From an optimization exercise on the open Yosys and OpenROAD flow, aimed at small area; shortcuts taken in it are not production practice.
RTL that was checked went through simulation tests only; none was proved equivalent to the original.
The RTL of runs 2 and 7 was laid out without a check of its function.
Power and IR drop assume default switching activity.

==> flow/config.mk <==
export PLATFORM = sky130hd
export DESIGN_NAME = PhysicalNeuronController_iLoop
export DESIGN_NICKNAME = PhysicalNeuronController_iLoop
export VERILOG_FILES = /design/flow/design.v
export SDC_FILE = /design/flow/constraint.sdc
export NUM_CORES = 4
export LEC_CHECK = 0
export ABC_AREA = 1
export CAP_MARGIN = 20
export CORE_MARGIN = 2
export CORE_UTILIZATION = 60
export SLEW_MARGIN = 20
==> flow/constraint.sdc <==
create_clock -name core_clock -period 5.0 [get_ports {clk}]
set_input_delay 1.0000 -clock core_clock [delete_from_list [all_inputs] [get_ports {clk}]]
set_output_delay 1.0000 -clock core_clock [all_outputs]
set_load 0.01 [all_outputs]
==> flow/design.v <==
module PhysicalNeuronController_iLoop(
    clk, rst, kill,
    iADDR, W_DATA,
    SWU_EN, SWU_ADDR, SWU_DATA,
    Addr2SYNAPSE, Addr2SOMA, Addr2STDP,
    Data2SYNAPSE, Data2SOMA, Data2STDP,
    EN_SYNAPSE, EN_SOMA, EN_STDP,
    RC_SYNAPSE, RC_SOMA, RC_STDP,
    W_EN2Synapse, W_EN2SOMA, W_EN2STDP,
    o_ctrl, dbg_DATA1, dbg_DATA2
);
input clk, rst, kill;
input [15:0] iADDR;
input [31:0] W_DATA;
input SWU_EN;
input [15:0] SWU_ADDR;
input [7:0] SWU_DATA;
output [6:0] Addr2SYNAPSE, Addr2SOMA, Addr2STDP;
output [31:0] Data2SYNAPSE, Data2SOMA, Data2STDP;
output EN_SYNAPSE, EN_SOMA, EN_STDP;
output RC_SYNAPSE, RC_SOMA, RC_STDP;
output W_EN2Synapse, W_EN2SOMA, W_EN2STDP;
output [1:0] o_ctrl;
output [31:0] dbg_DATA1, dbg_DATA2;
wire [15:0] a_in = SWU_EN ? SWU_ADDR : iADDR;
wire [31:0] d_in = SWU_EN ? {24'b0, SWU_DATA} : W_DATA;
assign dbg_DATA1 = d_in;
reg [1:0] ctl;
always @(posedge clk) begin
    if (rst)
        ctl <= 2'b10;
    else if (a_in[15])
        ctl <= 2'b01;
    else if (a_in[14])
        ctl <= 2'b10;
    else if (|a_in[13:7])
        ctl <= 2'b11;
    else if (|a_in[6:0])
        ctl <= 2'b01;
    else
        ctl <= 2'b00;
end
assign o_ctrl = ctl;
reg [1:0] nst, st;
always @(posedge clk) begin
    st <= nst;
    if (kill)
        nst <= 2'b00;
    else
        case (st)
        2'b00: nst <= (ctl == 2'b11) ? 2'b01 : 2'b00;
        2'b01: nst <= (ctl == 2'b00) ? 2'b00 : (ctl == 2'b11) ? 2'b10 : 2'b01;
        2'b10: nst <= (ctl == 2'b00) ? 2'b01 : (ctl == 2'b11) ? 2'b11 : 2'b10;
        2'b11: nst <= (ctl == 2'b01 || ctl == 2'b10) ? 2'b11 : 2'b10;
        endcase
end
wire [3:0] t = a_in[15:12];
wire [2:0] k = {t[3] & t[1], t[3] & (~t[1] | t[0]), t[3] ? (t[1:0] == 2'b00) : t[2]};
wire [41:0] w_word = {k, a_in[6:0],
                      (ctl == 2'b10) ? d_in[31:16] : 16'b0, d_in[15:0]};
wire [41:0] h_word = {k, a_in[14:8], 16'b0, d_in[31:16]};
parameter [41:0] P0 = {42{1'b1}}, P1 = 42'h0, P2 = 42'h0, PB = 42'h0;
reg [41:0] n0, n1, n2, s0, s1, s2, buf_q;
wire [41:0] v0 = s0 ^ P0, v1 = s1 ^ P1, v2 = s2 ^ P2;
wire sel_w = ~kill & (st == 2'b00) & (ctl != 2'b00);
wire sel_s = ~kill & (st != 2'b00);
wire [41:0] x_word = st[0] ? w_word : h_word;
always @(posedge clk) begin
    s0 <= n0;
    s1 <= n1;
    s2 <= n2;
    n0 <= P0 ^ (st[1] ? v1 : x_word);
    n1 <= P1 ^ ((st == 2'b11) ? v2 : (st[0] ? h_word : w_word));
    n2 <= P2 ^ x_word;
    buf_q <= PB ^ ({42{sel_w}} & w_word | {42{sel_s}} & v0);
end
wire [41:0] buf_out = buf_q ^ PB;
reg [2:0] f;
always @(posedge clk)
    f <= buf_out[41:39];
wire f_a = f[2], f_b = f[1], f_c = f[0];
assign EN_SYNAPSE = ~f_a;
assign EN_SOMA = f_a & ~f_b;
assign EN_STDP = f_a & f_b;
assign RC_SYNAPSE = f_c;
assign RC_SOMA = 1'b0;
assign RC_STDP = 1'b0;
assign W_EN2Synapse = ~f_a & f_b;
assign W_EN2SOMA = EN_SOMA;
assign W_EN2STDP = EN_STDP;
wire [6:0] a_out = buf_out[38:32];
wire [31:0] d_out = buf_out[31:0];
assign Addr2SYNAPSE = EN_SYNAPSE ? a_out : 7'b0;
assign Addr2SOMA = EN_SOMA ? a_out : 7'b0;
assign Addr2STDP = EN_STDP ? a_out : 7'b0;
assign Data2SYNAPSE = EN_SYNAPSE ? d_out : 32'b0;
assign Data2SOMA = EN_SOMA ? d_out : 32'b0;
assign Data2STDP = EN_STDP ? d_out : 32'b0;
assign dbg_DATA2 = d_out;
endmodule
==> flow/flow/run.sh <==
#!/bin/bash
set -euo pipefail
F=$(cd "$(dirname "${BASH_SOURCE[0]}")" && pwd)
export MY_ABC_SCRIPT=$F/abc_area.script
export BUFFER_PORTS_ARGS="-buffer_cell sky130_fd_sc_hd__buf_1"
export CTS_ARGS="-sink_clustering_enable -repair_clock_nets -dont_use_dummy_load -buf_list {sky130_fd_sc_hd__clkbuf_4} -sink_clustering_size 10 -sink_clustering_max_diameter 35"
bash standard.sh SYNTH_SCRIPT=$F/synth.tcl finish > standard.log 2>&1
==> flow/flow/abc_area.script <==
strash
dch -f
amap
topo
==> flow/flow/synth.tcl <==
proc synth {args} { yosys synth -nofsm -noshare {*}$args }
proc abc {args} {
  set i [lsearch $args -script]
  if {$i >= 0 && [info exists ::env(MY_ABC_SCRIPT)] && $::env(MY_ABC_SCRIPT) ne ""} {
    lset args [expr {$i + 1}] $::env(MY_ABC_SCRIPT)
  }
  yosys abc {*}$args
}
source $::env(SCRIPTS_DIR)/synth.tcl
# left out here: clear keep_hierarchy, flatten, clean up, hide names made inside functions, write 1_2_yosys.v
==> flow/standard.sh <==
#!/bin/bash
# synth_recipe.tcl (not shown) runs the flow's synth.tcl, then flattens the netlist and writes it again
# the make line also repeats each setting of config.mk as NAME=value (left out here)
make -C /OpenROAD-flow-scripts/flow DESIGN_CONFIG=/design/flow/config.mk WORK_HOME=/design/flow/orfs CLKGATE_MAP_FILE= SYNTH_SCRIPT=/design/flow/synth_recipe.tcl "${@:-finish}"
==> reports/metrics.cfg, run 1 <==
[finish]
fin_area_mm2 = 0.01015
seq_area_mm2 = 0.006070
fillers = 1207
fin_nets = 1209
final_layout_size_suffix_gt1_frac = 0.05235
area_growth_pct = 13.93
multi_input_comb_area_mm2 = 0.002148

[timing]
fin_crit_ns = 4.080
setup_viol = 0
slew_viol_final = 0
setup_tns_ns = 0
whs_ns = 0.3082
max_slew.worst_pin.slew_ns = 1.069
slew_headroom = 0.2849
fmax_mhz = 245.1
hold_viol = 0
fin_crit_sh = 0.8159
fin_worst_skew_ns = 0.06837
rsz0062_at_grt = no

[min_path]
hp-class = flip-flop to flip-flop
hold_end = s0[35]
min_delay_path_depth = 0
hp-start = n0[35]

[setup_path]
worst_setup_path_start_kind = flip-flop
worst-r2r-setup-slack_ns = 2.00
worst-endpoint-arrival_ns = 3.08
r2r-start = st[1]
crit_fanout = 41
cp.required_ns = 4.00
reg2reg_depth = 4
worstSetupPathType = flip-flop to output port
worstReg2RegEnd = buf_q[41]
cp-end-kind = output port

[global_route]
grt_pass1_vias = 6307
grt_pass1_wl_um = 32440
grt_use_total = 0.2571
grt_max_degree = 70
antenna_found_initial = 1
grt_overflow = 0

[yosys]
synth_top_area_cell = dfxtp_1
syn_area_per_cell_um2 = 10.32
synth.distinct_cells = 18
ys_top_cells_by_area = dfxtp_1, o22ai_1, nor2_1, buf_4, clkinv_1
async_reset_ff_frac = 0
yosys_warnings = 1
yosys-top-cells-count = dfxtp_1, nor2_1, o22ai_1
ys.flop_type = dfxtp_1
yosysSeqAreaShare = 0.6808
synthesis.area_mm2 = 0.008910
ys_ff_latch = 303
syn-instance-count = 863
synth_most_common_cell = dfxtp_1
synth_top_cell_area_share = 0.6808
synth_edf_count = 0

[power_and_ir_drop]
power.leakage_nw = 3.798
total_power_mw = 4.279
power_density_mw_per_mm2 = 421.5
irDropWorstVdd_v = 0.0002227

[clock_network]
cts_buffer_depth = 3
clkLatencyLatePin_ns = 0.64
cts_tree = yes
cts_sinks = 303
cts_root_buf = clkbuf_4
htreeDepth = 2
cts_resized = 0
cts_hold_buf = 0
post-cts-setup-buffers = 0
cts.clk_slew.worst_paths_ns = 0.10
cts_buffers = 39

[placement]
placed_area_mm2 = 0.009856
io_buffers = 265
place_hpwl_um = 12770
place_congestion = 0.7496

[flow_run]
cap_viol_max_count = 0

[detailed_routing]
vias = 6866
viasPerCell = 5.233
wl_um = 20940
drtIter0Drc = 372
wl_per_cell_um = 15.96
drc = 0
detail-route-antenna-nets = 0
drt_pass1_iterations = 4

[die]
placementRows = 44
coreArea_mm2 = 0.01453
die-height_um = 125.9
die_area_mm2 = 0.01584
start_util = 0.6130
io_pins = 268
fp.dieW_um = 125.9

[outcome]
status = complete, no violations

[registers in the layout, indices dropped and copies added, names as in the netlist]
name,flops
buf_q,42
ctl,2
f,3
n0,42
n1,42
n2,42
nst,2
s0,42
s1,42
s2,42
st,2
[routing by layer]
metal | track usage | wire (um) | vias up
met5 | 0 | 0 | -
met4 | 0.06787 | 296 | 0
met3 | 0.05055 | 1346 | 29
met2 | 0.4302 | 9929 | 247
met1 | 0.3458 | 9365 | 3181
li1 | - | - | 3409
[layout make-up]
cell class,instances,share of cell area
sequential,303,0.5979
multi-input combinational,421,0.2116
timing repair buffer,276,0.1061
inverter,88,0.03254
clock buffer,39,0.02884
tap,184,0.02268
antenna,1,0.0002465
[where the power goes]
part,switching [mW],internal (mW)
logic,0.321,0.145
registers,0.0825,2.67
clock network,0.703,0.361
[critical path, cell delays in order (launching register included)]
cell and delay (ns):
dfxtp_2 0.93, clkinv_1 0.26, nor2_1 0.25, clkinv_1 0.30
buf_4 0.37, nor2_1 0.14, buf_1 0.17
[stage by stage]
| stage | cells | util | setup slack (ns) |
|---|---|---|---|
| 2_1_floorplan | 864 | - | 0.3197 |
| 3_3_place_gp | 1272 | 0.6781 | 1.745 |
| 3_5_place_dp | 1272 | 0.6781 | 1.568 |
| 4_1_cts | 1311 | 0.6983 | 0.8540 |
| 5_1_grt | 1312 | 0.6984 | 0.6957 |
| 6_report | 1312 | 0.6984 | 0.9204 |
[how the worst max path moves through the flow]
| stage | from | end | slack, ns | cells past startpoint |
|---|---|---|---|---|
| floorplan | st[0] | n1[41] | 0.32 | 4 |
| global placement | f[2] | Data2SOMA[10] | 1.74 | 6 |
| detailed placement | f[2] | Data2SOMA[22] | 1.57 | 6 |
| CTS | f[2] | Data2SOMA[22] | 0.85 | 6 |
| global route | f[2] | Data2SOMA[23] | 0.70 | 6 |
| finish | f[2] | Data2SOMA[22] | 0.92 | 6 |
[kinds of logic after synthesis]
logic type      share of synthesized area
flops                              0.6808
simple gates                      0.09114
compound gates                     0.1411
buf+inv                           0.08089
fa+ha+maj                        0.005617
other cells                     0.0004209
[placed cells by master, fill, tap and decap left out]
cell / instances
nand4_1: 4
o22a_1: 5
o21ai_4: 1
o21ai_0: 40
clkinv_1: 85
dfxtp_1: 300
nor2_2: 1
nor3_1: 5
a31oi_1: 1
clkbuf_4: 39
nand2_1: 56
diode_2: 1
ha_1: 4
nor2_4: 1
dfxtp_2: 3
a21oi_1: 8
inv_2: 3
conb_1: 2
a22oi_1: 21
a221oi_1: 2
o32ai_1: 1
buf_1: 265
buf_4: 11
nor2_1: 145
o22ai_1: 123
a211o_1: 1
==> inputs of run 2 (changes only) <==
--- a/flow/design.v
+++ b/flow/design.v
@@ -59,7 +59,7 @@
 wire [41:0] w_word = {k, a_in[6:0],
                       (ctl == 2'b10) ? d_in[31:16] : 16'b0, d_in[15:0]};
 wire [41:0] h_word = {k, a_in[14:8], 16'b0, d_in[31:16]};
-parameter [41:0] P0 = {42{1'b1}}, P1 = 42'h0, P2 = 42'h0, PB = 42'h0;
+parameter [41:0] P0 = {42{1'b1}}, P1 = 42'h0, P2 = {42{1'b1}}, PB = 42'h0;
 reg [41:0] n0, n1, n2, s0, s1, s2, buf_q;
 wire [41:0] v0 = s0 ^ P0, v1 = s1 ^ P1, v2 = s2 ^ P2;
 wire sel_w = ~kill & (st == 2'b00) & (ctl != 2'b00);
==> reports/metrics.cfg, run 2 <==
[timing]
setup_viol = 0  ; unchanged
slew_viol_final = 0  ; unchanged
setup_tns_ns = 0  ; unchanged
hold_viol = 0  ; unchanged
fin_crit_ns = 3.841  ; was 4.080 ns
fin_crit_sh = 0.7681  ; was 0.8159
max_slew.worst_pin.slew_ns = 0.8161  ; was 1.069 ns
whs_ns = 0.2821  ; was 0.3082 ns
fin_worst_skew_ns = 0.04458  ; was 0.06837 ns
slew_headroom = 0.4559  ; was 0.2849
fmax_mhz = 260.4  ; was 245.1 MHz
rsz0062_at_grt = no  ; unchanged

[yosys]
yosysSeqAreaShare = 0.6847  ; was 0.6808
synth_top_area_cell = dfxtp_1  ; unchanged
synth_top_cell_area_share = 0.6847  ; was 0.6808
synth_most_common_cell = dfxtp_1  ; unchanged
yosys_warnings = 1  ; unchanged
synth.distinct_cells = 19  ; was 18
syn_area_per_cell_um2 = 10.31  ; was 10.32 um2
synth_edf_count = 0  ; unchanged
ys_ff_latch = 303  ; unchanged
syn-instance-count = 859  ; was 863
ys.flop_type = dfxtp_1  ; unchanged
ys_top_cells_by_area = dfxtp_1, nor2_1, o22ai_1, clkinv_1, buf_4  ; was dfxtp_1, o22ai_1, nor2_1, buf_4, clkinv_1
async_reset_ff_frac = 0  ; unchanged
synthesis.area_mm2 = 0.008858  ; was 0.008910 mm2
yosys-top-cells-count = dfxtp_1, nor2_1, o22ai_1  ; unchanged

[global_route]
grt_pass1_vias = 6349  ; was 6307
grt_use_total = 0.2498  ; was 0.2571
grt_overflow = 0  ; unchanged
antenna_found_initial = 0  ; was 1
grt_max_degree = 72  ; was 70
grt_pass1_wl_um = 31750  ; was 32440 um

[finish]
multi_input_comb_area_mm2 = 0.002255  ; was 0.002148 mm2
fin_nets = 1224  ; was 1209
mostFrequentLayoutCells = dfxtp_1, buf_1, nor2_1, o22ai_1, clkinv_1  ; unchanged
fillers = 1177  ; was 1207
final_common_cell = dfxtp_1  ; unchanged
final_layout_size_suffix_gt1_frac = 0.05166  ; was 0.05235
insertedDiodeCount = 0  ; was 1
area_growth_pct = 15.64  ; was 13.93%
seq_area_mm2 = 0.006072  ; was 0.006070 mm2

[detailed_routing]
drtIter0Drc = 356  ; was 372
drc = 0  ; unchanged
wl_per_cell_um = 15.12  ; was 15.96 um
vias = 6944  ; was 6866
drt_pass1_iterations = 5  ; was 4
viasPerCell = 5.237  ; was 5.233
wl_um = 20050  ; was 20940 um
detail-route-antenna-nets = 0  ; unchanged

[power_and_ir_drop]
power.leakage_nw = 3.842  ; was 3.798 nW
pwr-share-seq = 0.642  ; about the same
power.switching_mw = 1.107  ; about the same
clkPwrFrac = 0.245  ; was 0.249
intPower_mw = 3.185  ; was 3.172 mW
swShare = 0.2579  ; was 0.2587
irDropWorstVdd_v = 0.0002725  ; was 0.0002227 V
p_comb_frac = 0.113  ; was 0.109
power_density_mw_per_mm2 = 419.1  ; was 421.5 mW/mm2

[clock_network]
cts_sinks = 303  ; unchanged
cts_buffer_depth = 3  ; unchanged
cts_root_buf = clkbuf_4  ; unchanged
post-cts-setup-buffers = 0  ; unchanged
cts_buffers = 39  ; unchanged
cts_resized = 0  ; unchanged
cts_tree = yes  ; unchanged
htreeDepth = 2  ; unchanged
cts.clk_slew.worst_paths_ns = 0.10  ; about the same
clkLatencyLatePin_ns = 0.62  ; was 0.64 ns
cts_hold_buf = 0  ; unchanged

[setup_path]
crit_fanout = 41  ; unchanged
worst-endpoint-arrival_ns = 2.84  ; was 3.08 ns
slowest_delay_ns = 0.42  ; was 0.93 ns
cp.required_ns = 4.00  ; about the same
cp-end-kind = output port  ; unchanged
worst_setup_path_start_kind = flip-flop  ; unchanged
timing.critical_path.buf_inv = 5  ; was 4
worstPathCellList = buf_4 -> clkinv_1 -> nor2_1 -> clkinv_1 -> buf_4 -> nor2_1 -> buf_1  ; was clkinv_1 -> nor2_1 -> clkinv_1 -> buf_4 -> nor2_1 -> buf_1
worstSetupPathType = flip-flop to output port  ; unchanged
cpMaxStageDelayCell = buf_4  ; was dfxtp_2
path_delay_family = buffers and inverters  ; unchanged

[placement]
place_congestion = 0.7597  ; was 0.7496
io_buffers = 265  ; unchanged
place_hpwl_um = 12460  ; was 12770 um

[die]
coreArea_mm2 = 0.01448  ; was 0.01453 mm2
fp.dieW_um = 125.5  ; was 125.9 um
die_area_mm2 = 0.01575  ; was 0.01584 mm2
io_pins = 268  ; unchanged
placementRows = 44  ; unchanged
start_util = 0.6118  ; was 0.6130
die-height_um = 125.5  ; was 125.9 um

[min_path]
hp-class = flip-flop to flip-flop  ; unchanged

[outcome]
status = complete, no violations  ; unchanged

[flow_run]
cap_viol_max_count = 0  ; unchanged

run 2: cell types whose count changed after synthesis, sizes merged, moves of 5 or more:
cell	previous run	this run
o221ai	0	22
clkinv	88	76
a22oi	21	0
nand2	56	51
nor2	147	169
nand3	0	17
a21oi	8	42
o21ai	41	9
o22ai	123	101
nor2b	0	16
buf	52	36
nor3	5	0
run 2: power groups by stage:
stage	sequential [mW]	clock (mW)	combinational [mW]
final	2.75	1.05	0.487
after global routing	2.78	1.19	0.541
after CTS	2.76	1.09	0.490
after detailed placement	2.81	0	0.489
after global placement	2.80	0	0.484
after floorplan	2.80	0	0.307
run 2: worst paths after layout:
check | slack [ns] | startpoint | endpoint | cells past startpoint
max | 1.16 | f[2] | Data2SOMA[11] | 7
min reg2reg | 0.28 | buf_q[41] | f[2] | 0
max reg2reg | 2.63 | st[0] | n1[34] | 5
min | 0.28 | buf_q[41] | f[2] | 0
run 2: area by class of cell:
type / count / area share
Multi-Input combinational cell: 445 / 0.2201
Sequential cell: 303 / 0.5928
Inverter: 76 / 0.02785
Tap cell: 184 / 0.02247
Timing Repair Buffer: 279 / 0.1082
Clock buffer: 39 / 0.02858
run 2: cell families (layout without fill, tap and decap cells):
kind of cell    count (synthesis)  in the layout  share of synthesized area
buf+inv                       112            394                    0.06271
flops                         303            303                     0.6847
compound gates                182            182                     0.1295
other cells                     1              2                  0.0004233
simple gates                  257            257                     0.1169
fa+ha+maj                       4              4                   0.005650
run 2: per-stage QoR:
stage / instances / utilization / setup slack [ns] / total power [mW] / area [um2]
3_5_place_dp: 1287 / 0.6873 / 1.491 / 3.299 / 9951
5_1_grt: 1326 / 0.7075 / 0.8392 / 4.513 / 10240
3_3_place_gp: 1286 / 0.6862 / 1.533 / 3.288 / 9936
4_1_cts: 1326 / 0.7075 / 1.113 / 4.333 / 10240
6_report: 1326 / 0.7075 / 1.159 / 4.293 / 10240
2_1_floorplan: 860 / - / 0.4647 / 3.108 / 8862
run 2: metal layers:
layer  GRT usage  vias to the layer above  part of all wire
li1            -                     3450                 -
met1      0.3163                     3215              0.44
met2      0.4296                      249              0.48
met3     0.05563                       30             0.061
met4     0.07451                        0             0.018
met5           0                        -                 0
==> inputs of run 3 (changes only) <==
--- a/flow/design.v
+++ b/flow/design.v
@@ -57,20 +57,20 @@
 wire [3:0] t = a_in[15:12];
 wire [2:0] k = {t[3] & t[1], t[3] & (~t[1] | t[0]), t[3] ? (t[1:0] == 2'b00) : t[2]};
 wire [41:0] w_word = {k, a_in[6:0],
-                      (ctl == 2'b10) ? d_in[31:16] : 16'b0, d_in[15:0]};
+                      {16{ctl[1] & ~ctl[0]}} & d_in[31:16], d_in[15:0]};
 wire [41:0] h_word = {k, a_in[14:8], 16'b0, d_in[31:16]};
-parameter [41:0] P0 = {42{1'b1}}, P1 = 42'h0, P2 = {42{1'b1}}, PB = 42'h0;
+parameter [41:0] P0 = {42{1'b1}}, P1 = 42'h0, P2 = 42'h0, PB = 42'h0;
 reg [41:0] n0, n1, n2, s0, s1, s2, buf_q;
 wire [41:0] v0 = s0 ^ P0, v1 = s1 ^ P1, v2 = s2 ^ P2;
-wire sel_w = ~kill & (st == 2'b00) & (ctl != 2'b00);
-wire sel_s = ~kill & (st != 2'b00);
+wire sel_w = ~kill & ~st[1] & ~st[0] & (ctl[1] | ctl[0]);
+wire sel_s = ~kill & (st[1] | st[0]);
 wire [41:0] x_word = st[0] ? w_word : h_word;
 always @(posedge clk) begin
     s0 <= n0;
     s1 <= n1;
     s2 <= n2;
     n0 <= P0 ^ (st[1] ? v1 : x_word);
-    n1 <= P1 ^ ((st == 2'b11) ? v2 : (st[0] ? h_word : w_word));
+    n1 <= P1 ^ ((st[1] & st[0]) ? v2 : (st[0] ? h_word : w_word));
     n2 <= P2 ^ x_word;
     buf_q <= PB ^ ({42{sel_w}} & w_word | {42{sel_s}} & v0);
 end
==> flow/flow/abc_area.script (replaced) <==
strash
dch -f
amap
strash
dch -f
amap
topo
--- a/flow/config.mk
+++ b/flow/config.mk
@@ -8,5 +8,5 @@
 export ABC_AREA = 1
 export CAP_MARGIN = 20
 export CORE_MARGIN = 2
-export CORE_UTILIZATION = 60
+export CORE_UTILIZATION = 70
 export SLEW_MARGIN = 20
==> reports/metrics.cfg, run 3 <==
[outcome]
status = complete, no violations  ; unchanged

[setup_path]
worst_setup_path_start_kind = flip-flop  ; unchanged
reg2reg_depth = 4  ; was 5
timing.critical_path.buf_inv = 4  ; was 5
path_delay_family = flip-flops  ; was buffers and inverters
crit_cells = 6  ; was 7
worstPathCellList = clkinv_1 -> nor2_1 -> clkinv_1 -> buf_4 -> nor2_1 -> buf_1  ; was buf_4 -> clkinv_1 -> nor2_1 -> clkinv_1 -> buf_4 -> nor2_1 -> buf_1
cpMaxStageDelayCell = dfxtp_2  ; was buf_4
worstSetupPathType = flip-flop to output port  ; unchanged
worst-endpoint-arrival_ns = 2.71  ; was 2.84 ns
cp-end-kind = output port  ; unchanged
cp.required_ns = 4.00  ; about the same
crit_fanout = 41  ; unchanged
slowest_delay_ns = 0.92  ; was 0.42 ns

[finish]
seq_area_mm2 = 0.006070  ; was 0.006072 mm2
multi_input_comb_area_mm2 = 0.002127  ; was 0.002255 mm2
area_growth_pct = 13.24  ; was 15.64%
mostFrequentLayoutCells = dfxtp_1, buf_1, nor2_1, o22ai_1, nand2_1  ; was dfxtp_1, buf_1, nor2_1, o22ai_1, clkinv_1
post-route-util = 0.8045  ; was 0.7075
final_common_cell = dfxtp_1  ; unchanged
fin_nets = 1203  ; was 1224
final_layout_size_suffix_gt1_frac = 0.04817  ; was 0.05166
fillers = 855  ; was 1177

[clock_network]
cts.clk_slew.worst_paths_ns = 0.10  ; about the same
htreeDepth = 2  ; unchanged
cts_root_buf = clkbuf_4  ; unchanged
cts_tree = yes  ; unchanged
cts_resized = 0  ; unchanged
clkLatencyLatePin_ns = 0.56  ; was 0.62 ns
cts_hold_buf = 0  ; unchanged
cts_buffers = 37  ; was 39
cts_buffer_depth = 3  ; unchanged
post-cts-setup-buffers = 0  ; unchanged
cts_sinks = 303  ; unchanged

[yosys]
ys_ff_latch = 303  ; unchanged
synth_top_cell_area_share = 0.6821  ; was 0.6847
ys_top_cells_by_area = dfxtp_1, o22ai_1, nor2_1, buf_4, nand2_1  ; was dfxtp_1, nor2_1, o22ai_1, clkinv_1, buf_4
yosys-top-cells-count = dfxtp_1, nor2_1, o22ai_1  ; unchanged
syn-instance-count = 862  ; was 859
yosysSeqAreaShare = 0.6821  ; was 0.6847
yosys_warnings = 1  ; unchanged
ys.flop_type = dfxtp_1  ; unchanged
synth_edf_count = 0  ; unchanged
synth_most_common_cell = dfxtp_1  ; unchanged
async_reset_ff_frac = 0  ; unchanged
syn_area_per_cell_um2 = 10.32  ; was 10.31 um2
synth.distinct_cells = 17  ; was 19
synthesis.area_mm2 = 0.008892  ; was 0.008858 mm2
synth_top_area_cell = dfxtp_1  ; unchanged

[die]
start_util = 0.7104  ; was 0.6118
fp.dieW_um = 116.7  ; was 125.5 um
die_area_mm2 = 0.01362  ; was 0.01575 mm2
io_pins = 268  ; unchanged
die-height_um = 116.7  ; was 125.5 um
coreArea_mm2 = 0.01252  ; was 0.01448 mm2
placementRows = 41  ; was 44

[detailed_routing]
wl_per_cell_um = 15.79  ; was 15.12 um
vias = 6938  ; was 6944
drtIter0Drc = 450  ; was 356
viasPerCell = 5.362  ; was 5.237
detail-route-antenna-nets = 0  ; unchanged
drc = 0  ; unchanged
wl_um = 20430  ; was 20050 um
drt_pass1_iterations = 9  ; was 5

[timing]
setup_viol = 0  ; unchanged
max_slew.worst_pin.slew_ns = 1.094  ; was 0.8161 ns
hold_viol = 0  ; unchanged
fin_worst_skew_ns = 0.02487  ; was 0.04458 ns
setup_tns_ns = 0  ; unchanged
slew_headroom = 0.2709  ; was 0.4559
fin_crit_sh = 0.7414  ; was 0.7681
rsz0062_at_grt = no  ; unchanged
fin_crit_ns = 3.707  ; was 3.841 ns
fmax_mhz = 269.8  ; was 260.4 MHz
slew_viol_final = 0  ; unchanged

[flow_run]
cap_viol_max_count = 0  ; unchanged

[power_and_ir_drop]
p_comb_frac = 0.110  ; was 0.113
clkPwrFrac = 0.240  ; was 0.245
pwr-share-seq = 0.649  ; was 0.642
intPower_mw = 3.163  ; was 3.185 mW
power.leakage_nw = 3.761  ; was 3.842 nW
irDropWorstVdd_v = 0.0002757  ; was 0.0002725 V
power_density_mw_per_mm2 = 421.9  ; was 419.1 mW/mm2
power.switching_mw = 1.086  ; was 1.107 mW
swShare = 0.2556  ; was 0.2579

[global_route]
antenna_found_initial = 1  ; was 0
grt_pass1_vias = 5949  ; was 6349
grt_use_total = 0.2898  ; was 0.2498
grt_pass1_wl_um = 30260  ; was 31750 um
grt_max_degree = 65  ; was 72
grt_overflow = 0  ; unchanged

[min_path]
min_delay_path_depth = 0  ; unchanged
hp-class = flip-flop to flip-flop  ; unchanged

[placement]
place_congestion = 0.7494  ; was 0.7597
io_buffers = 265  ; unchanged
place_hpwl_um = 12500  ; was 12460 um

## run 3: changes by cell type in the layout (fill, tap and decap cells not counted), sizes merged, moves of 5 or more
cell,change
a21oi,-42
nand2,+36
o22ai,+29
nor2,-24
nand3,-17
nor2b,-16
o21ai,+13
clkinv,+7
buf,-5
o22a,-5
## run 3: routing by layer
layer,vias to the layer above,routed length (um),GRT usage,share of wire
met2,348,9939,0.4898,0.49
met4,0,312,0.08784,0.015
met1,3178,8461,0.3877,0.41
met5,-,0,0,0
met3,30,1720,0.04670,0.084
li1,3382,-,-,-
## run 3: power groups by stage
stage          logic, mW  clock network (mW)  registers (mW)
4_1_cts            0.467                1.04            2.76
2_1_floorplan      0.306                   0            2.80
3_5_place_dp       0.466                   0            2.81
3_3_place_gp       0.458                   0            2.80
5_1_grt            0.522                1.13            2.78
6_report           0.469                1.02            2.76
## run 3: cell families after synthesis
logic type	synth area share
adder cells (fa/ha/maj)	0.005628
AND/OR/NAND/NOR	0.1017
other	0.0004217
flip-flops	0.6821
buffers and inverters	0.08020
AO/OA/AOI/OAI	0.1299
## run 3: final timing paths
path | start | slack, ns | end
setup / recovery | f[2] | 1.29 | Data2SOMA[15]
hold / removal | n0[32] | 0.31 | s0[32]
setup reg to reg | st[0] | 2.64 | buf_q[14]
hold reg to reg | n0[32] | 0.31 | s0[32]
## run 3: per-stage QoR
step | instance area, um2 | worst slack, ns | hold slack, ns | total power [mW] | std cells
finish | 10070 | 1.293 | 0.3115 | 4.248 | 1294
global route | 10070 | 1.019 | 0.3135 | 4.439 | 1294
CTS | 10070 | 1.271 | 0.3103 | 4.263 | 1293
detailed placement | 9789 | 1.450 | 0.3120 | 3.280 | 1256
global placement | 9789 | 1.515 | 0.3096 | 3.260 | 1256
floorplan | 8896 | 0.5703 | 0.3096 | 3.104 | 863
## run 3: layout make-up
type	instances	share of cell area
diodes	1	0.0002485
repair buffers	273	0.1047
clock buffers	37	0.02758
multi-input cells	422	0.2112
well taps	172	0.02137
inverters	86	0.03206
flip-flops and latches	303	0.6028
==> inputs of run 4 (changes only) <==
==> flow/flow/run.sh (replaced) <==
#!/bin/bash
set -euo pipefail
F=$(cd "$(dirname "${BASH_SOURCE[0]}")" && pwd)
export MY_ABC_SCRIPT=$F/abc_area.script
export BUFFER_PORTS_ARGS="-buffer_cell sky130_fd_sc_hd__buf_1"
export CTS_ARGS="-sink_clustering_enable -repair_clock_nets -dont_use_dummy_load -buf_list {sky130_fd_sc_hd__clkbuf_4} -sink_clustering_size 12 -sink_clustering_max_diameter 35"
bash standard.sh SYNTH_SCRIPT=$F/synth.tcl finish > standard.log 2>&1
==> reports/metrics.cfg, run 4 <==
[die]
start_util = 0.7104  ; unchanged
io_pins = 268  ; unchanged
die-height_um = 116.7  ; unchanged
coreArea_mm2 = 0.01252  ; unchanged
fp.dieW_um = 116.7  ; unchanged
placementRows = 41  ; unchanged
die_area_mm2 = 0.01362  ; unchanged

[setup_path]
crit_fanout = 41  ; unchanged
worst-endpoint-arrival_ns = 2.75  ; was 2.71 ns
cp.required_ns = 4.00  ; about the same
worstSetupPathType = flip-flop to output port  ; unchanged
worst_setup_path_start_kind = flip-flop  ; unchanged
cp-end-kind = output port  ; unchanged

[yosys]
synth_edf_count = 0  ; unchanged
syn_area_per_cell_um2 = 10.32  ; unchanged
synth_xor_area_frac = 0  ; unchanged
async_reset_ff_frac = 0  ; unchanged
synth_top_family_by_area = compound AO/OA/AOI/OAI gates  ; unchanged
ys_ff_latch = 303  ; unchanged
synth-compound-area-share = 0.1299  ; unchanged
yosys.area_share.simple = 0.1017  ; unchanged
synthMuxAreaShare = 0  ; unchanged
yosys-top-cells-count = dfxtp_1, nor2_1, o22ai_1  ; unchanged
ys.flop_type = dfxtp_1  ; unchanged
synth.distinct_cells = 17  ; unchanged
syn-instance-count = 862  ; unchanged
synthesis.area_mm2 = 0.008892  ; unchanged
yosys_warnings = 1  ; unchanged
yosys.area_share.adder = 0.005628  ; unchanged
ys_top_cells_by_area = dfxtp_1, o22ai_1, nor2_1, buf_4, nand2_1  ; unchanged
synth_most_common_cell = dfxtp_1  ; unchanged
yosysSeqAreaShare = 0.6821  ; unchanged
synth_top_area_cell = dfxtp_1  ; unchanged
synth_top_cell_area_share = 0.6821  ; unchanged

[clock_network]
cts_hold_buf = 0  ; unchanged
cts_root_buf = clkbuf_4  ; unchanged
htreeDepth = 2  ; unchanged
clkLatencyLatePin_ns = 0.60  ; was 0.56 ns
cts_buffers = 36  ; was 37
cts_sinks = 303  ; unchanged
cts_buffer_depth = 3  ; unchanged
cts_resized = 0  ; unchanged
cts.clk_slew.worst_paths_ns = 0.11  ; was 0.10 ns
post-cts-setup-buffers = 0  ; unchanged
cts_tree = yes  ; unchanged

[timing]
fin_worst_skew_ns = 0.06285  ; was 0.02487 ns
setup_tns_ns = 0  ; unchanged
fin_crit_sh = 0.7508  ; was 0.7414
slew_viol_final = 0  ; unchanged
rsz0062_at_grt = no  ; unchanged
slew_headroom = 0.2581  ; was 0.2709
setup_viol = 0  ; unchanged
hold_viol = 0  ; unchanged
fmax_mhz = 266.4  ; was 269.8 MHz
max_slew.worst_pin.slew_ns = 1.113  ; was 1.094 ns
fin_crit_ns = 3.754  ; was 3.707 ns

[detailed_routing]
drc = 0  ; unchanged
vias = 6870  ; was 6938
drtIter0Drc = 393  ; was 450
wl_per_cell_um = 15.76  ; was 15.79 um
viasPerCell = 5.317  ; was 5.362
drt_pass1_iterations = 5  ; was 9
wl_um = 20370  ; was 20430 um
detail-route-antenna-nets = 0  ; unchanged

[placement]
place_hpwl_um = 12500  ; unchanged
io_buffers = 265  ; unchanged
dp.cells = 1256  ; unchanged
place_congestion = 0.7494  ; unchanged

[finish]
area_growth_pct = 13.13  ; was 13.24%
fin_nets = 1202  ; was 1203
final_common_cell = dfxtp_1  ; unchanged
insertedDiodeCount = 0  ; was 1
final-instance-count-excl-fill = 1292  ; was 1294
final_layout_size_suffix_gt1_frac = 0.04732  ; was 0.04817
mostFrequentLayoutCells = dfxtp_1, buf_1, nor2_1, o22ai_1, nand2_1  ; unchanged

[global_route]
grt_pass1_vias = 5974  ; was 5949
grt_pass1_wl_um = 30370  ; was 30260 um
antenna_found_initial = 0  ; was 1
grt_overflow = 0  ; unchanged
grt_max_degree = 65  ; unchanged
grt_use_total = 0.2916  ; was 0.2898

[flow_run]
cap_viol_max_count = 0  ; unchanged

[power_and_ir_drop]
power_density_mw_per_mm2 = 421.4  ; was 421.9 mW/mm2
irDropWorstVdd_v = 0.0002512  ; was 0.0002757 V
power.leakage_nw = 3.756  ; was 3.761 nW
total_power_mw = 4.239  ; was 4.248 mW

[outcome]
status = complete, no violations  ; unchanged

[min_path]
hp-class = flip-flop to flip-flop  ; unchanged

-- run 4: cell type report --
| class | count | area (um2) |
|---|---|---|
| flip-flops and latches | 303 | 6070 |
| fillers | 843 | 2457 |
| multi-input cells | 422 | 2127 |
| repair buffers | 273 | 1055 |
| inverters | 86 | 322.8 |
| clock buffers | 36 | 270.3 |
| well taps | 172 | 215.2 |
-- run 4: per-layer routing --
metal / vias up / routed length (um) / global-route usage
li1: 3379 / - / -
met1: 3166 / 8774 / 0.3924
met3: 37 / 1408 / 0.04670
met4: 0 / 397 / 0.09333
met2: 288 / 9785 / 0.4882
met5: - / 0 / 0
-- run 4: per-stage QoR --
step,cell area [um2],hold slack (ns),setup WS [ns],util
after CTS,10060,0.2924,1.254,0.8037
final,10060,0.2993,1.246,0.8037
after global routing,10060,0.2874,1.012,0.8037
after global placement,9789,0.3096,1.515,0.7821
after detailed placement,9789,0.3120,1.450,0.7821
after floorplan,8896,0.3096,0.5703,-
-- run 4: where the power goes --
| group | leakage, nW | switching [mW] | internal (mW) | total (mW) |
|---|---|---|---|---|
| clock | 0.166 | 0.676 | 0.335 | 1.01 |
| combinational | 1.08 | 0.323 | 0.146 | 0.469 |
| sequential | 2.51 | 0.0866 | 2.67 | 2.76 |
-- run 4: cell families (layout without fill, tap and decap cells) --
family,after synthesis,after routing
AOI/OAI and AO/OA,179,179
and+or+nand+nor,237,237
buffers and inverters,138,395
other,1,2
adders and majority gates,4,4
DFF,303,303
-- run 4: critical path: stages, from the launching register on --
cell and delay, ns:
dfxtp_2 0.93, clkinv_1 0.26, nor2_1 0.23, clkinv_1 0.09
buf_4 0.28, nor2_1 0.16, buf_1 0.19
-- run 4: final timing paths --
path	startpoint	end	slack [ns]	cells after the start
worst max-delay path	f[2]	Data2SOMA[15]	1.25	6
worst min-delay path	n0[32]	s0[32]	0.30	0
worst max register to register	st[0]	buf_q[14]	2.61	4
worst min register to register	n0[32]	s0[32]	0.30	0
==> inputs of run 5 (changes only) <==
==> flow/flow/run.sh (replaced) <==
#!/bin/bash
set -euo pipefail
F=$(cd "$(dirname "${BASH_SOURCE[0]}")" && pwd)
export MY_ABC_SCRIPT=$F/abc_area.script
export BUFFER_PORTS_ARGS="-buffer_cell sky130_fd_sc_hd__buf_1"
export CTS_ARGS="-sink_clustering_enable -repair_clock_nets -dont_use_dummy_load -buf_list {sky130_fd_sc_hd__clkbuf_4} -sink_clustering_size 11 -sink_clustering_max_diameter 45"
bash standard.sh SYNTH_SCRIPT=$F/synth.tcl finish > standard.log 2>&1
--- a/flow/config.mk
+++ b/flow/config.mk
@@ -8,5 +8,5 @@
 export ABC_AREA = 1
 export CAP_MARGIN = 20
 export CORE_MARGIN = 2
-export CORE_UTILIZATION = 70
+export CORE_UTILIZATION = 80
 export SLEW_MARGIN = 20
==> reports/metrics.cfg, run 5 <==
[outcome]
status = complete, no violations  ; unchanged

[clock_network]
cts_sinks = 303  ; unchanged
cts.clk_slew.worst_paths_ns = 0.11  ; about the same
cts_buffers = 31  ; was 36
cts_tree = yes  ; unchanged
htreeDepth = 1  ; was 2
cts_hold_buf = 0  ; unchanged
post-cts-setup-buffers = 0  ; unchanged
cts_resized = 0  ; unchanged
cts_root_buf = clkbuf_4  ; unchanged
cts_buffer_depth = 3  ; unchanged
clkLatencyLatePin_ns = 0.65  ; was 0.60 ns

[timing]
rsz0062_at_grt = no  ; unchanged
fin_worst_skew_ns = 0.04929  ; was 0.06285 ns
slew_headroom = 0.2244  ; was 0.2581
setup_tns_ns = 0  ; unchanged
hold_viol = 0  ; unchanged
setup_viol = 0  ; unchanged
fin_crit_ns = 4.679  ; was 3.754 ns
slew_viol_final = 0  ; unchanged
max_slew.worst_pin.slew_ns = 1.161  ; was 1.113 ns
fmax_mhz = 213.7  ; was 266.4 MHz
fin_crit_sh = 0.9359  ; was 0.7508

[setup_path]
worst-endpoint-arrival_ns = 3.68  ; was 2.75 ns
worst_setup_path_start_kind = flip-flop  ; unchanged
r2r-start = st[1]  ; was st[0]
slowest_delay_ns = 0.97  ; was 0.93 ns
worstSetupPathType = flip-flop to output port  ; unchanged
worstReg2RegEnd = n1[14]  ; was buf_q[14]
crit_fanout = 41  ; unchanged
reg2reg_depth = 3  ; was 4
worstPathCellList = clkinv_1 -> nor2_1 -> clkinv_1 -> buf_4 -> nor2_1 -> buf_1  ; unchanged
worst-r2r-setup-slack_ns = 1.40  ; was 2.61 ns
cp.required_ns = 4.00  ; about the same
cpMaxStageDelayCell = dfxtp_2  ; unchanged
cp-startpoint = f[2]  ; unchanged
crit_end = Data2SOMA[2]  ; was Data2SOMA[15]
cp-end-kind = output port  ; unchanged

[detailed_routing]
vias = 7673  ; was 6870
drtIter0Drc = 882  ; was 393
drt_pass1_iterations = 13  ; was 5
detail-route-antenna-nets = 0  ; unchanged
drc = 0  ; unchanged
wl_per_cell_um = 20.38  ; was 15.76 um
viasPerCell = 6.109  ; was 5.317
wl_um = 25600  ; was 20370 um

[global_route]
antenna_found_initial = 0  ; unchanged
grt_use_total = 0.4225  ; was 0.2916
grt_overflow = 0  ; unchanged
grt_pass1_vias = 7346  ; was 5974
grt_max_degree = 48  ; was 65
grt_pass1_wl_um = 38020  ; was 30370 um

[yosys]
async_reset_ff_frac = 0  ; unchanged
synth_top_family_by_area = compound AO/OA/AOI/OAI gates  ; unchanged
synth.distinct_cells = 17  ; unchanged
syn-instance-count = 862  ; unchanged
yosys_warnings = 1  ; unchanged
syn_area_per_cell_um2 = 10.32  ; unchanged
yosys-top-cells-count = dfxtp_1, nor2_1, o22ai_1  ; unchanged
synthesis.area_mm2 = 0.008892  ; unchanged
yosysSeqAreaShare = 0.6821  ; unchanged
ys_ff_latch = 303  ; unchanged
synth-compound-area-share = 0.1299  ; unchanged
ys_top_cells_by_area = dfxtp_1, o22ai_1, nor2_1, buf_4, nand2_1  ; unchanged
synth_top_cell_area_share = 0.6821  ; unchanged
synth_most_common_cell = dfxtp_1  ; unchanged
yosys.area_share.adder = 0.005628  ; unchanged
synth_xor_area_frac = 0  ; unchanged
yosys.area_share.simple = 0.1017  ; unchanged
ys.flop_type = dfxtp_1  ; unchanged
synth_top_area_cell = dfxtp_1  ; unchanged
synth_edf_count = 0  ; unchanged
synthMuxAreaShare = 0  ; unchanged

[placement]
io_buffers = 265  ; unchanged
place_congestion = 0.8304  ; was 0.7494
place_hpwl_um = 15590  ; was 12500 um

[min_path]
hp-class = flip-flop to flip-flop  ; unchanged
hp-start = n2[38]  ; was n0[32]

[die]
die_area_mm2 = 0.01197  ; was 0.01362 mm2
die-height_um = 109.4  ; was 116.7 um
fp.dieW_um = 109.4  ; was 116.7 um
coreArea_mm2 = 0.01084  ; was 0.01252 mm2
io_pins = 268  ; unchanged
start_util = 0.8203  ; was 0.7104
placementRows = 38  ; was 41

[finish]
seq_area_mm2 = 0.006070  ; unchanged
multi_input_comb_area_mm2 = 0.002125  ; was 0.002127 mm2
insertedDiodeCount = 0  ; unchanged
area_growth_pct = 12.54  ; was 13.13%
final_common_cell = dfxtp_1  ; unchanged
fillers = 424  ; was 843
fin_nets = 1198  ; was 1202
mostFrequentLayoutCells = dfxtp_1, buf_1, nor2_1, o22ai_1, nand2_1  ; unchanged
final_layout_size_suffix_gt1_frac = 0.04032  ; was 0.04732

[flow_run]
cap_viol_max_count = 0  ; unchanged

[power_and_ir_drop]
total_power_mw = 4.263  ; was 4.239 mW
power.leakage_nw = 3.738  ; was 3.756 nW
irDropWorstVdd_v = 0.0003586  ; was 0.0002512 V
power_density_mw_per_mm2 = 426.0  ; was 421.4 mW/mm2

==> run 5: cell counts after synthesis <==
Identical to the previous run, type by type.
==> run 5: worst min path at each step <==
stage	endpoint	slack [ns]	cells after the start
floorplan	f[0]	0.31	0
global placement	s0[0]	0.31	0
detailed placement	s0[34]	0.31	0
CTS	s2[38]	0.30	0
global route	s2[38]	0.30	0
finish	s2[38]	0.31	0
==> run 5: worst max-delay path: cells and delay by family (launching register included) <==
family / cells / cell delay (ns)
AND/OR/NAND/NOR: 2 / 0.48
flip-flops: 1 / 0.97
buffers and inverters: 4 / 1.55
==> run 5: cells by family (layout without fill, tap and decap cells) <==
family | count (synthesis) | after routing
flops | 303 | 303
simple gates | 237 | 237
compound gates | 179 | 179
buf+inv | 138 | 391
fa+ha+maj | 4 | 4
other cells | 1 | 2
==> run 5: cell type report <==
cell class / instances / area share
flip-flops and latches: 303 / 0.6065
multi-input cells: 422 / 0.2123
repair buffers: 274 / 0.1082
inverters: 86 / 0.03226
clock buffers: 31 / 0.02326
well taps: 140 / 0.01750
==> run 5: routing by layer <==
layer  share of wire  vias up  GRT usage
li1                -     3368          -
met5               0        -          0
met3            0.11      129    0.09425
met2            0.50      654     0.7191
met1            0.34     3522     0.4980
met4           0.045        0     0.2297
==> run 5: where the power goes <==
group          switching, mW  internal, mW
clock network          0.691         0.285
registers              0.118          2.67
logic                  0.347         0.147
==> run 5: metrics by stage <==
stage                 util  worst slack, ns  hold slack [ns]  instances  cell area (um2)
finish              0.9231           0.3207           0.3144       1256            10010
global route        0.9231           0.1465           0.3031       1256            10010
CTS                 0.9231           0.3203           0.3035       1256            10010
detailed placement  0.9017            1.013           0.3121       1225             9774
global placement    0.8991            1.045           0.3096       1224             9747
floorplan                -           0.5703           0.3096        863             8896
==> inputs of run 6 (changes only) <==
--- a/flow/config.mk
+++ b/flow/config.mk
@@ -8,5 +8,5 @@
 export ABC_AREA = 1
 export CAP_MARGIN = 20
 export CORE_MARGIN = 2
-export CORE_UTILIZATION = 80
+export CORE_UTILIZATION = 70
 export SLEW_MARGIN = 20
==> reports/metrics.cfg, run 6 <==
[min_path]
hp-class = flip-flop to flip-flop  ; unchanged
min_delay_path_depth = 0  ; unchanged

[setup_path]
reg2reg_depth = 4  ; was 3
worst-r2r-setup-slack_ns = 2.64  ; was 1.40 ns
crit_fanout = 41  ; unchanged
crit_end = Data2SOMA[15]  ; was Data2SOMA[2]
worstSetupPathType = flip-flop to output port  ; unchanged
cp-startpoint = f[2]  ; unchanged
worst_setup_path_start_kind = flip-flop  ; unchanged
worst-endpoint-arrival_ns = 2.80  ; was 3.68 ns
worstReg2RegEnd = buf_q[14]  ; was n1[14]
r2r-start = st[0]  ; was st[1]
cp.required_ns = 4.00  ; about the same
cp-end-kind = output port  ; unchanged

[yosys]
async_reset_ff_frac = 0  ; unchanged
yosys_warnings = 1  ; unchanged
ys_ff_latch = 303  ; unchanged
synthesis.area_mm2 = 0.008892  ; unchanged
synth_top_cell_area_share = 0.6821  ; unchanged
synth_edf_count = 0  ; unchanged
synth_most_common_cell = dfxtp_1  ; unchanged
ys.flop_type = dfxtp_1  ; unchanged
syn-instance-count = 862  ; unchanged
synth_top_area_cell = dfxtp_1  ; unchanged
syn_area_per_cell_um2 = 10.32  ; unchanged
synth.distinct_cells = 17  ; unchanged
yosys-top-cells-count = dfxtp_1, nor2_1, o22ai_1  ; unchanged
ys_top_cells_by_area = dfxtp_1, o22ai_1, nor2_1, buf_4, nand2_1  ; unchanged
yosysSeqAreaShare = 0.6821  ; unchanged

[die]
io_pins = 268  ; unchanged
die-height_um = 116.7  ; was 109.4 um
start_util = 0.7104  ; was 0.8203
placementRows = 41  ; was 38
coreArea_mm2 = 0.01252  ; was 0.01084 mm2
fp.dieW_um = 116.7  ; was 109.4 um
die_area_mm2 = 0.01362  ; was 0.01197 mm2

[detailed_routing]
drt_pass1_iterations = 5  ; was 13
detail-route-antenna-nets = 0  ; unchanged
viasPerCell = 5.312  ; was 6.109
vias = 6842  ; was 7673
wl_per_cell_um = 15.84  ; was 20.38 um
drc = 0  ; unchanged
drtIter0Drc = 425  ; was 882
wl_um = 20400  ; was 25600 um

[finish]
seq_area_mm2 = 0.006070  ; unchanged
fin_nets = 1197  ; was 1198
mostFrequentLayoutCells = dfxtp_1, buf_1, nor2_1, o22ai_1, nand2_1  ; unchanged
final_layout_size_suffix_gt1_frac = 0.04305  ; was 0.04032
area_growth_pct = 12.73  ; was 12.54%
fillers = 853  ; was 424
post-route-util = 0.8009  ; was 0.9231
multi_input_comb_area_mm2 = 0.002127  ; was 0.002125 mm2
final_common_cell = dfxtp_1  ; unchanged

[placement]
place_hpwl_um = 12500  ; was 15590 um
place_congestion = 0.7494  ; was 0.8304
io_buffers = 265  ; unchanged

[clock_network]
cts_root_buf = clkbuf_4  ; unchanged
htreeDepth = 1  ; unchanged
cts_buffer_depth = 3  ; unchanged
cts_sinks = 303  ; unchanged
cts_hold_buf = 0  ; unchanged
clkLatencyLatePin_ns = 0.62  ; was 0.65 ns
cts_buffers = 31  ; unchanged
post-cts-setup-buffers = 0  ; unchanged
cts_resized = 0  ; unchanged
cts.clk_slew.worst_paths_ns = 0.11  ; about the same
cts_tree = yes  ; unchanged

[timing]
fin_crit_ns = 3.796  ; was 4.679 ns
setup_viol = 0  ; unchanged
setup_tns_ns = 0  ; unchanged
fmax_mhz = 263.5  ; was 213.7 MHz
hold_viol = 0  ; unchanged
fin_crit_sh = 0.7591  ; was 0.9359
slew_headroom = 0.2626  ; was 0.2244
rsz0062_at_grt = no  ; unchanged
max_slew.worst_pin.slew_ns = 1.106  ; was 1.161 ns
slew_viol_final = 0  ; unchanged
fin_worst_skew_ns = 0.03169  ; was 0.04929 ns

[global_route]
grt_overflow = 0  ; unchanged
grt_pass1_vias = 5947  ; was 7346
grt_max_degree = 65  ; was 48
grt_pass1_wl_um = 30250  ; was 38020 um
antenna_found_initial = 1  ; was 0
grt_use_total = 0.2884  ; was 0.4225

[power_and_ir_drop]
power.switching_mw = 1.075  ; was 1.156 mW
p_comb_frac = 0.112  ; was 0.116
swShare = 0.2573  ; was 0.2713
intPower_mw = 3.104  ; was 3.106 mW
clkPwrFrac = 0.228  ; was 0.229
power_density_mw_per_mm2 = 416.9  ; was 426.0 mW/mm2
power.leakage_nw = 3.733  ; was 3.738 nW
pwr-share-seq = 0.660  ; was 0.655
irDropWorstVdd_v = 0.0003159  ; was 0.0003586 V

[outcome]
status = complete, no violations  ; unchanged

[flow_run]
cap_viol_max_count = 0  ; unchanged

## run 6: changes by cell type in the layout (fill, tap and decap cells not counted), sizes merged
cell    before  now
clkinv      86   83
inv          0    3
buf        274  273
diode        0    1
## run 6: logic make-up after synthesis
| kind of cell | after synthesis | share of synthesized area |
|---|---|---|
| simple gates | 237 | 0.1017 |
| buf+inv | 138 | 0.08020 |
| other cells | 1 | 0.0004217 |
| flops | 303 | 0.6821 |
| fa+ha+maj | 4 | 0.005628 |
| compound gates | 179 | 0.1299 |
## run 6: per-layer routing
layer  GRT usage  vias to the layer above  part of all wire
met5           0                        -                 0
met1      0.3890                     3149              0.42
li1            -                     3373                 -
met3     0.05138                       20             0.080
met2      0.4809                      300              0.48
met4     0.08627                        0             0.015
## run 6: power by group through the flow
stage / clock [mW] / sequential (mW) / combinational [mW]
final: 0.951 / 2.76 / 0.469
after global routing: 1.06 / 2.78 / 0.523
after CTS: 0.966 / 2.76 / 0.468
after detailed placement: 0 / 2.81 / 0.466
after global placement: 0 / 2.80 / 0.458
after floorplan: 0 / 2.80 / 0.306
## run 6: worst min path at each step
stage,from,endpoint
after floorplan,buf_q[39],f[0]
after global placement,n1[13],s1[13]
after detailed placement,buf_q[41],f[2]
after CTS,n0[32],s0[32]
after global routing,n0[32],s0[32]
final,n0[32],s0[32]
## run 6: layout make-up
cell class                      instances  area share
Antenna cell                            1   0.0002496
Tap cell                              172     0.02147
Timing Repair Buffer                  273      0.1052
Sequential cell                       303      0.6055
Inverter                               86     0.03220
Multi-Input combinational cell        422      0.2122
Clock buffer                           31     0.02322
## run 6: stage by stage
stage,instances,area [um2],setup slack [ns],power (mW),hold WS [ns]
4_1_cts,1287,10020,1.206,4.193,0.3249
6_report,1288,10020,1.204,4.179,0.3183
5_1_grt,1288,10020,0.9415,4.370,0.3148
3_3_place_gp,1256,9789,1.515,3.260,0.3096
2_1_floorplan,863,8896,0.5703,3.104,0.3096
3_5_place_dp,1256,9789,1.450,3.280,0.3120
## run 6: worst max-delay path, cell delays in order (launching register included)
cell      delay, ns
dfxtp_2        0.93
clkinv_1       0.26
nor2_1         0.23
clkinv_1       0.09
buf_4          0.28
nor2_1         0.16
buf_1          0.19
==> inputs of run 7 (changes only) <==
--- a/flow/design.v
+++ b/flow/design.v
@@ -59,7 +59,7 @@
 wire [41:0] w_word = {k, a_in[6:0],
                       {16{ctl[1] & ~ctl[0]}} & d_in[31:16], d_in[15:0]};
 wire [41:0] h_word = {k, a_in[14:8], 16'b0, d_in[31:16]};
-parameter [41:0] P0 = {42{1'b1}}, P1 = 42'h0, P2 = 42'h0, PB = 42'h0;
+parameter [41:0] P0 = {42{1'b1}}, P1 = 42'h0, P2 = {42{1'b1}}, PB = 42'h0;
 reg [41:0] n0, n1, n2, s0, s1, s2, buf_q;
 wire [41:0] v0 = s0 ^ P0, v1 = s1 ^ P1, v2 = s2 ^ P2;
 wire sel_w = ~kill & ~st[1] & ~st[0] & (ctl[1] | ctl[0]);
==> reports/metrics.cfg, run 7 <==
[outcome]
status = complete, no violations  ; unchanged

[clock_network]
cts_buffers = 31  ; unchanged
cts_hold_buf = 0  ; unchanged
cts_buffer_depth = 3  ; unchanged
clkLatencyLatePin_ns = 0.63  ; was 0.62 ns
cts_root_buf = clkbuf_4  ; unchanged
htreeDepth = 1  ; unchanged
cts_tree = yes  ; unchanged
cts.clk_slew.worst_paths_ns = 0.11  ; about the same
cts_resized = 0  ; unchanged
post-cts-setup-buffers = 0  ; unchanged
cts_sinks = 303  ; unchanged

[yosys]
ys_top_cells_by_area = dfxtp_1, o22ai_1, nor2_1, clkinv_1, buf_4  ; was dfxtp_1, o22ai_1, nor2_1, buf_4, nand2_1
syn-instance-count = 885  ; was 862
yosys.area_share.adder = 0.005621  ; was 0.005628
yosys_warnings = 1  ; unchanged
synth.distinct_cells = 19  ; was 17
yosys.area_share.simple = 0.1002  ; was 0.1017
synth_top_family_by_area = compound AO/OA/AOI/OAI gates  ; unchanged
synth_most_common_cell = dfxtp_1  ; unchanged
yosys-top-cells-count = dfxtp_1, nor2_1, o22ai_1  ; unchanged
synth_top_area_cell = dfxtp_1  ; unchanged
syn_area_per_cell_um2 = 10.06  ; was 10.32 um2
ys.flop_type = dfxtp_1  ; unchanged
yosysSeqAreaShare = 0.6813  ; was 0.6821
synthesis.area_mm2 = 0.008904  ; was 0.008892 mm2
async_reset_ff_frac = 0  ; unchanged
ys_ff_latch = 303  ; unchanged
synthMuxAreaShare = 0  ; unchanged
synth-compound-area-share = 0.1366  ; was 0.1299
synth_edf_count = 0  ; unchanged
synth_xor_area_frac = 0  ; unchanged
synth_top_cell_area_share = 0.6813  ; was 0.6821

[die]
coreArea_mm2 = 0.01252  ; unchanged
io_pins = 268  ; unchanged
die_area_mm2 = 0.01364  ; was 0.01362 mm2
placementRows = 41  ; unchanged
start_util = 0.7113  ; was 0.7104
fp.dieW_um = 116.8  ; was 116.7 um
die-height_um = 116.8  ; was 116.7 um

[min_path]
hp-class = flip-flop to flip-flop  ; unchanged

[detailed_routing]
drc = 0  ; unchanged
viasPerCell = 5.369  ; was 5.312
vias = 7136  ; was 6842
wl_um = 20840  ; was 20400 um
wl_per_cell_um = 15.68  ; was 15.84 um
drtIter0Drc = 425  ; unchanged
detail-route-antenna-nets = 0  ; unchanged
drt_pass1_iterations = 5  ; unchanged

[finish]
fillers = 842  ; was 853
mostFrequentLayoutCells = dfxtp_1, buf_1, nor2_1, o22ai_1, clkinv_1  ; was dfxtp_1, buf_1, nor2_1, o22ai_1, nand2_1
fin_nets = 1239  ; was 1197
final_layout_size_suffix_gt1_frac = 0.04149  ; was 0.04305
final-instance-count-excl-fill = 1329  ; was 1288
final_common_cell = dfxtp_1  ; unchanged
area_growth_pct = 14.29  ; was 12.73%
insertedDiodeCount = 0  ; was 1

[timing]
whs_ns = 0.2908  ; was 0.3183 ns
setup_tns_ns = 0  ; unchanged
fin_crit_sh = 0.7249  ; was 0.7591
slew_headroom = 0.2627  ; was 0.2626
setup_viol = 0  ; unchanged
fmax_mhz = 275.9  ; was 263.5 MHz
fin_worst_skew_ns = 0.03333  ; was 0.03169 ns
rsz0062_at_grt = no  ; unchanged
fin_crit_ns = 3.624  ; was 3.796 ns
hold_viol = 0  ; unchanged
max_slew.worst_pin.slew_ns = 1.106  ; about the same
slew_viol_final = 0  ; unchanged

[power_and_ir_drop]
power_density_mw_per_mm2 = 412.2  ; was 416.9 mW/mm2
irDropWorstVdd_v = 0.0002526  ; was 0.0003159 V
total_power_mw = 4.194  ; was 4.179 mW
power.leakage_nw = 3.784  ; was 3.733 nW

[setup_path]
worstSetupPathType = input pin to output port  ; was flip-flop to output port
worst_setup_path_start_kind = input pin  ; was flip-flop
path_common_cell = buf_1
worst-endpoint-arrival_ns = 2.62  ; was 2.80 ns
cp-end-kind = output port  ; unchanged
cp.required_ns = 4.00  ; about the same
worstPathCellList = buf_1 -> buf_4 -> inv_2 -> o22ai_1 -> clkinv_1 -> buf_1  ; was clkinv_1 -> nor2_1 -> clkinv_1 -> buf_4 -> nor2_1 -> buf_1
cpMaxStageDelayCell = inv_2  ; was dfxtp_2
slowest_delay_ns = 0.70  ; was 0.93 ns
crit_fanout = 48  ; was 41

[placement]
io_buffers = 265  ; unchanged
place_congestion = 0.8081  ; was 0.7494
place_hpwl_um = 13120  ; was 12500 um
dp.cells = 1297  ; was 1256

[global_route]
grt_overflow = 0  ; unchanged
grtUsageMet2 = 0.5218  ; was 0.4809
globalRouteMet1Util = 0.3683  ; was 0.3890
grt_max_degree = 72  ; was 65
grtUsageMet3 = 0.03965  ; was 0.05138
grt_use_total = 0.2929  ; was 0.2884
busiest_layer = met2  ; unchanged
antenna_found_initial = 0  ; was 1
grt_pass1_vias = 6424  ; was 5947
grt_pass1_wl_um = 30940  ; was 30250 um

[flow_run]
cap_viol_max_count = 0  ; unchanged

## run 7: cell types whose count changed after synthesis, moves of 16 or more
cell	before	now
clkinv_1	86	108
nor2_1	145	163
a21oi_1	0	33
buf_4	52	36
o221ai_1	23	0
nand3_1	0	17
nand2_1	87	47
## run 7: cell type report
type	count	area [um2]	share of cell area
Timing Repair Buffer	276	1085	0.1066
Inverter	108	405.4	0.03984
Sequential cell	303	6070	0.5965
Tap cell	172	215.2	0.02115
Multi-Input combinational cell	439	2168	0.2131
Clock buffer	31	232.7	0.02287
## run 7: cells by family (layout without fill, tap and decap cells)
| group | after synthesis | count (layout) |
|---|---|---|
| AND/OR/NAND/NOR | 230 | 230 |
| AO/OA/AOI/OAI | 203 | 203 |
| flip-flops | 303 | 303 |
| adder cells (fa/ha/maj) | 4 | 4 |
| buffers and inverters | 144 | 415 |
| other | 1 | 2 |
## run 7: worst paths after layout
check                               start           end  slack (ns)  cells past startpoint
worst max register to register      st[0]        n1[34]        2.09                      7
worst min register to register  buf_q[41]          f[2]        0.29                      0
worst min-delay path            buf_q[41]          f[2]        0.29                      0
worst max-delay path               SWU_EN  dbg_DATA1[7]        1.38                      6
## run 7: power breakdown
part | leakage [nW] | internal [mW] | switching [mW]
logic | 1.13 | 0.151 | 0.352
registers | 2.51 | 2.66 | 0.0755
clock network | 0.143 | 0.285 | 0.666
total | 3.78 | 3.10 | 1.09
## run 7: critical path, delay by kind of cell
family                 cells  cell delay, ns
buffers and inverters      5            1.24
AO/OA/AOI/OAI              1            0.37
## run 7: metrics by stage
stage,utilization,setup WS [ns],cell area [um2]
floorplan,-,0.8127,8907
global placement,0.7932,1.403,9928
detailed placement,0.7932,1.406,9928
CTS,0.8118,1.318,10160
global route,0.8130,1.171,10180
finish,0.8130,1.376,10180
## run 7: per-layer routing
metal | share of wire | wire (um)
met1 | 0.42 | 8794
met2 | 0.49 | 10280
met3 | 0.065 | 1348
met4 | 0.020 | 417
met5 | 0 | 0

port drivers added, routing unchanged:
In the flow no input, the clock included, has a driving cell. The finished layouts below were timed again as built, in two steps.
Step 1 assumes that a clkbuf_16 drives the clock port and a buf_2 every other input.
Step 2 moves the port delays by t, midway between the first and last clock arrival at a register: inputs arrive t later, outputs are due t later. That takes back most of the time a late clock gives input paths.
Three values: ideal, step 1, step 2; two values: the first two.
| run | t, ns | setup WS [ns] | worst hold slack (ns) | worst setup path after step 2 |
|---|---|---|---|---|
| run 1 | 0.648 | 0.920 / 0.881 / 1.529 | 0.308 / 0.308 / 0.308 | register to output |
| run 2 | 0.635 | 1.159 / 1.124 / 1.477 | 0.282 / 0.282 / 0.282 | input to output |
| run 3 | 0.592 | 1.293 / 1.256 / 1.418 | 0.311 / 0.311 / 0.311 | input to output |
| run 4 | 0.603 | 1.246 / 1.210 / 1.420 | 0.299 / 0.299 / 0.299 | input to output |
| run 5 | 0.667 | 0.321 / 0.285 / 0.825 | 0.314 / 0.314 / 0.314 | input to output |
| run 6 | 0.647 | 1.204 / 1.166 / 1.436 | 0.318 / 0.318 / 0.318 | input to output |
| run 7 | 0.651 | 1.376 / 1.354 / 1.354 | 0.291 / 0.291 / 0.291 | input to output |
After both steps every run listed still meets setup and hold. For run 7, which loses most, drivers alone change the setup slack by -0.022 ns; drivers and shift together by -0.022 ns.
